Background: an optimization exercise with open tools, aiming at small area. Do not read the settings as production practice. Only simulation tests tie the RTL to the original design; equivalence was not proved. Power is estimated from default activity; no workload was simulated.

// arith_lite
module arith_lite(
   input  logic        clk_i,
   input  logic        rst_ni,
   input  logic [31:0] inp_a,
   input  logic [31:0] inp_b,
   input  logic [1:0]  op,
   output logic [31:0] sum_o,
   output logic [31:0] mult_o,
   output logic        eq_o
);
   wire [1:0] tag_d = {op[0] ^ op[1], ~op[0]};
   wire       mul1  = op == 2'd1;
   wire [31:0] m1;
   wire        add1 = ~mul1;
   for (genvar i = 0; i < 32; i++) begin : g_m1
      if (i == 0) begin : g0
         assign m1[i] = add1 & inp_b[i];
      end else begin : gi
         al_ao22 u_m (.a1(mul1), .a2(inp_a[i-1]), .b1(add1), .b2(inp_b[i]), .y(m1[i]));
      end
   end
   logic [31:0] ta_p, ta_g, ta_c, ta_s;
   assign ta_p[0] = inp_a[0] ^ m1[0];
   assign ta_g[0] = inp_a[0] & m1[0];
   assign ta_p[1] = inp_a[1] ^ m1[1];
   assign ta_g[1] = inp_a[1] & m1[1];
   assign ta_p[2] = inp_a[2] ^ m1[2];
   assign ta_g[2] = inp_a[2] & m1[2];
   assign ta_p[3] = inp_a[3] ^ m1[3];
   assign ta_g[3] = inp_a[3] & m1[3];
   assign ta_p[4] = inp_a[4] ^ m1[4];
   assign ta_g[4] = inp_a[4] & m1[4];
   assign ta_p[5] = inp_a[5] ^ m1[5];
   assign ta_g[5] = inp_a[5] & m1[5];
   assign ta_p[6] = inp_a[6] ^ m1[6];
   assign ta_g[6] = inp_a[6] & m1[6];
   assign ta_p[7] = inp_a[7] ^ m1[7];
   assign ta_g[7] = inp_a[7] & m1[7];
   assign ta_p[8] = inp_a[8] ^ m1[8];
   assign ta_g[8] = inp_a[8] & m1[8];
   assign ta_p[9] = inp_a[9] ^ m1[9];
   assign ta_g[9] = inp_a[9] & m1[9];
   assign ta_p[10] = inp_a[10] ^ m1[10];
   assign ta_g[10] = inp_a[10] & m1[10];
   assign ta_p[11] = inp_a[11] ^ m1[11];
   assign ta_g[11] = inp_a[11] & m1[11];
   assign ta_p[12] = inp_a[12] ^ m1[12];
   assign ta_g[12] = inp_a[12] & m1[12];
   assign ta_p[13] = inp_a[13] ^ m1[13];
   assign ta_g[13] = inp_a[13] & m1[13];
   assign ta_p[14] = inp_a[14] ^ m1[14];
   assign ta_g[14] = inp_a[14] & m1[14];
   assign ta_p[15] = inp_a[15] ^ m1[15];
   assign ta_g[15] = inp_a[15] & m1[15];
   assign ta_p[16] = inp_a[16] ^ m1[16];
   assign ta_g[16] = inp_a[16] & m1[16];
   assign ta_p[17] = inp_a[17] ^ m1[17];
  ...
Size in the first run: roughly 130 flip-flops, ~130 I/O pins.
clock: 7.5 ns
lec_check: 0
abc_area: 0
abc_clock_period_in_ps: 100000
cap_margin: 20
core_margin: 2
core_utilization: 40
cts_buf_list: sky130_fd_sc_hd__clkbuf_8
gpl_timing_driven: 0
place_density: 0.5
slew_margin: 20
synth_hierarchical: 1
synth_minimum_keep_size: 0
standard.sh (not shown) runs the stock make flow with config.mk's settings and CLKGATE_MAP_FILE= SYNTH_SCRIPT=/design/flow/synth_recipe.tcl, a recipe that flattens the netlist after the stock synthesis.
==> flow/flow/run.sh <==
#!/bin/bash
set -euo pipefail
bash standard.sh 'BUFFER_PORTS_ARGS=-buffer_cell sky130_fd_sc_hd__buf_1' finish > flow_make.log 2>&1
Change:
--- a/flow/design.v
+++ b/flow/design.v
@@ -1,33 +1,25 @@
 module arith_lite(
    input  logic        clk_i,
    input  logic        rst_ni,
    input  logic [31:0] inp_a,
    input  logic [31:0] inp_b,
    input  logic [1:0]  op,
    output logic [31:0] sum_o,
    output logic [31:0] mult_o,
    output logic        eq_o
 );
    wire [1:0] tag_d = {op[0] ^ op[1], ~op[0]};
    wire       mul1  = op == 2'd1;
-   wire [31:0] m1;
-   wire        add1 = ~mul1;
-   for (genvar i = 0; i < 32; i++) begin : g_m1
-      if (i == 0) begin : g0
-         assign m1[i] = add1 & inp_b[i];
-      end else begin : gi
-         al_ao22 u_m (.a1(mul1), .a2(inp_a[i-1]), .b1(add1), .b2(inp_b[i]), .y(m1[i]));
-      end
-   end
+   wire [31:0] m1 = mul1 ? {inp_a[30:0], 1'b0} : inp_b;
    logic [31:0] ta_p, ta_g, ta_c, ta_s;
    assign ta_p[0] = inp_a[0] ^ m1[0];
    assign ta_g[0] = inp_a[0] & m1[0];
    assign ta_p[1] = inp_a[1] ^ m1[1];
    assign ta_g[1] = inp_a[1] & m1[1];
    assign ta_p[2] = inp_a[2] ^ m1[2];
    assign ta_g[2] = inp_a[2] & m1[2];
    assign ta_p[3] = inp_a[3] ^ m1[3];
    assign ta_g[3] = inp_a[3] & m1[3];
    assign ta_p[4] = inp_a[4] ^ m1[4];
    assign ta_g[4] = inp_a[4] & m1[4];
    assign ta_p[5] = inp_a[5] ^ m1[5];
@@ -226,42 +218,40 @@
    al_x2 u_ta_x24 (.a(ta_p[24]), .b(ta_c[24]), .y(ta_s[24]));
    al_x2 u_ta_x25 (.a(ta_p[25]), .b(ta_c[25]), .y(ta_s[25]));
    al_x2 u_ta_x26 (.a(ta_p[26]), .b(ta_c[26]), .y(ta_s[26]));
    al_x2 u_ta_x27 (.a(ta_p[27]), .b(ta_c[27]), .y(ta_s[27]));
    al_x2 u_ta_x28 (.a(ta_p[28]), .b(ta_c[28]), .y(ta_s[28]));
    al_x2 u_ta_x29 (.a(ta_p[29]), .b(ta_c[29]), .y(ta_s[29]));
    al_x2 u_ta_x30 (.a(ta_p[30]), .b(ta_c[30]), .y(ta_s[30]));
    al_x2 u_ta_x31 (.a(ta_p[31]), .b(ta_c[31]), .y(ta_s[31]));
    wire ta_co = ta_G31_0;
    wire eq1 = ~|ta_p;
    wire [31:0] t1 = {ta_s[31:1], (op == 2'd2) ? eq1 : ta_s[0]};
    logic [31:0] a_q, b_q, t_q;
-   logic        m_q;
    logic [1:0]  tag1_q, tag2_q;
    always_ff @(posedge clk_i) begin
       a_q  <= inp_a;
       b_q  <= inp_b;
       t_q  <= t1;
-      m_q  <= mul1;
    end
    always_ff @(posedge clk_i, negedge rst_ni) begin
       if (~rst_ni) begin
          tag1_q <= 2'b00;
          tag2_q <= 2'b00;
       end else begin
          tag1_q <= tag_d;
          tag2_q <= tag1_q;
       end
    end
-   wire mul = m_q;
+   wire mul = tag1_q == 2'b10;
    logic [15:0] s1, s2, s3;
    for (genvar j = 0; j < 16; j++) begin : g_dig
       assign s1[j] = mul &  b_q[2*j] & ~b_q[2*j+1];
       assign s2[j] = mul & ~b_q[2*j] &  b_q[2*j+1];
       if (j == 0) begin : g_row0
          assign s3[j] = ~mul | (b_q[2*j] & b_q[2*j+1]);
       end else begin : g_rown
          assign s3[j] = mul & b_q[2*j] & b_q[2*j+1];
       end
    end
    wire pp0_0;  al_sel3 u_pp0_0 (.s1(s1[0]), .a(a_q[0]), .s2(1'b0), .b(1'b0), .s3(s3[0]), .t(t_q[0]), .y(pp0_0));
    wire pp0_1;  al_sel3 u_pp0_1 (.s1(s1[0]), .a(a_q[1]), .s2(s2[0]), .b(a_q[0]), .s3(s3[0]), .t(t_q[1]), .y(pp0_1));
@@ -974,22 +964,19 @@
    assign mult_o = ~(rn_q | {32{mul_n}});
    wire eq_n  = ~(tag2_q == 2'b11);
    assign eq_o   = ~(rn_q[0] | eq_n);
 endmodule
 module al_fa(input logic a, input logic b, input logic c, output logic s, output logic co);
    assign s  = a ^ b ^ c;
    assign co = (a & b) | (a & c) | (b & c);
 endmodule
 module al_ha(input logic a, input logic b, output logic s, output logic co);
    assign s  = a ^ b;
    assign co = a & b;
 endmodule
-module al_ao22(input logic a1, input logic a2, input logic b1, input logic b2, output logic y);
-   assign y = (a1 & a2) | (b1 & b2);
-endmodule
 module al_x2(input logic a, input logic b, output logic y);
    assign y = a ^ b;
 endmodule
 module al_sel3(input logic s1, input logic a, input logic s2, input logic b,
                input logic s3, input logic t, output logic y);
    assign y = ~((s1 & a) | (s2 & b) | (s3 & t));
 endmodule
The changed run finished with timing, DRC and antenna clean; utilization came out higher by 0.71 points; worst setup slack is worse by 160 ps; area after synthesis hardly moves; via count is about the same; routed wire length hardly moves; combinational power came out higher by roughly a tenth; cell count came out higher slightly; clock power came out higher by roughly a tenth; clock-buffer cell count came out lower by 1.

## what the ideal ports hide
Ports are ideal in the flow. The routed layouts listed here were re-timed in OpenROAD. Step 1 assumes that a clkbuf_16 drives the clock port and a buf_2 every other input. Step 2 also shifts input and output timing later by t, the mid clock arrival at the registers, as if the neighbouring blocks saw the same clock. Slacks: ideal ports / drivers / drivers and shift; pairs: ideal ports / drivers.
| run | t, ns | setup slack, ns | worst hold slack (ns) |
|---|---|---|---|
| the first run | 0.552 | 0.552 / 0.552 / 0.552 | 0.364 / 0.364 / 0.364 |
| the second run | 0.546 | 0.388 / 0.388 / 0.388 | 0.398 / 0.398 / 0.398 |
After both steps setup and hold are still met in every run listed.
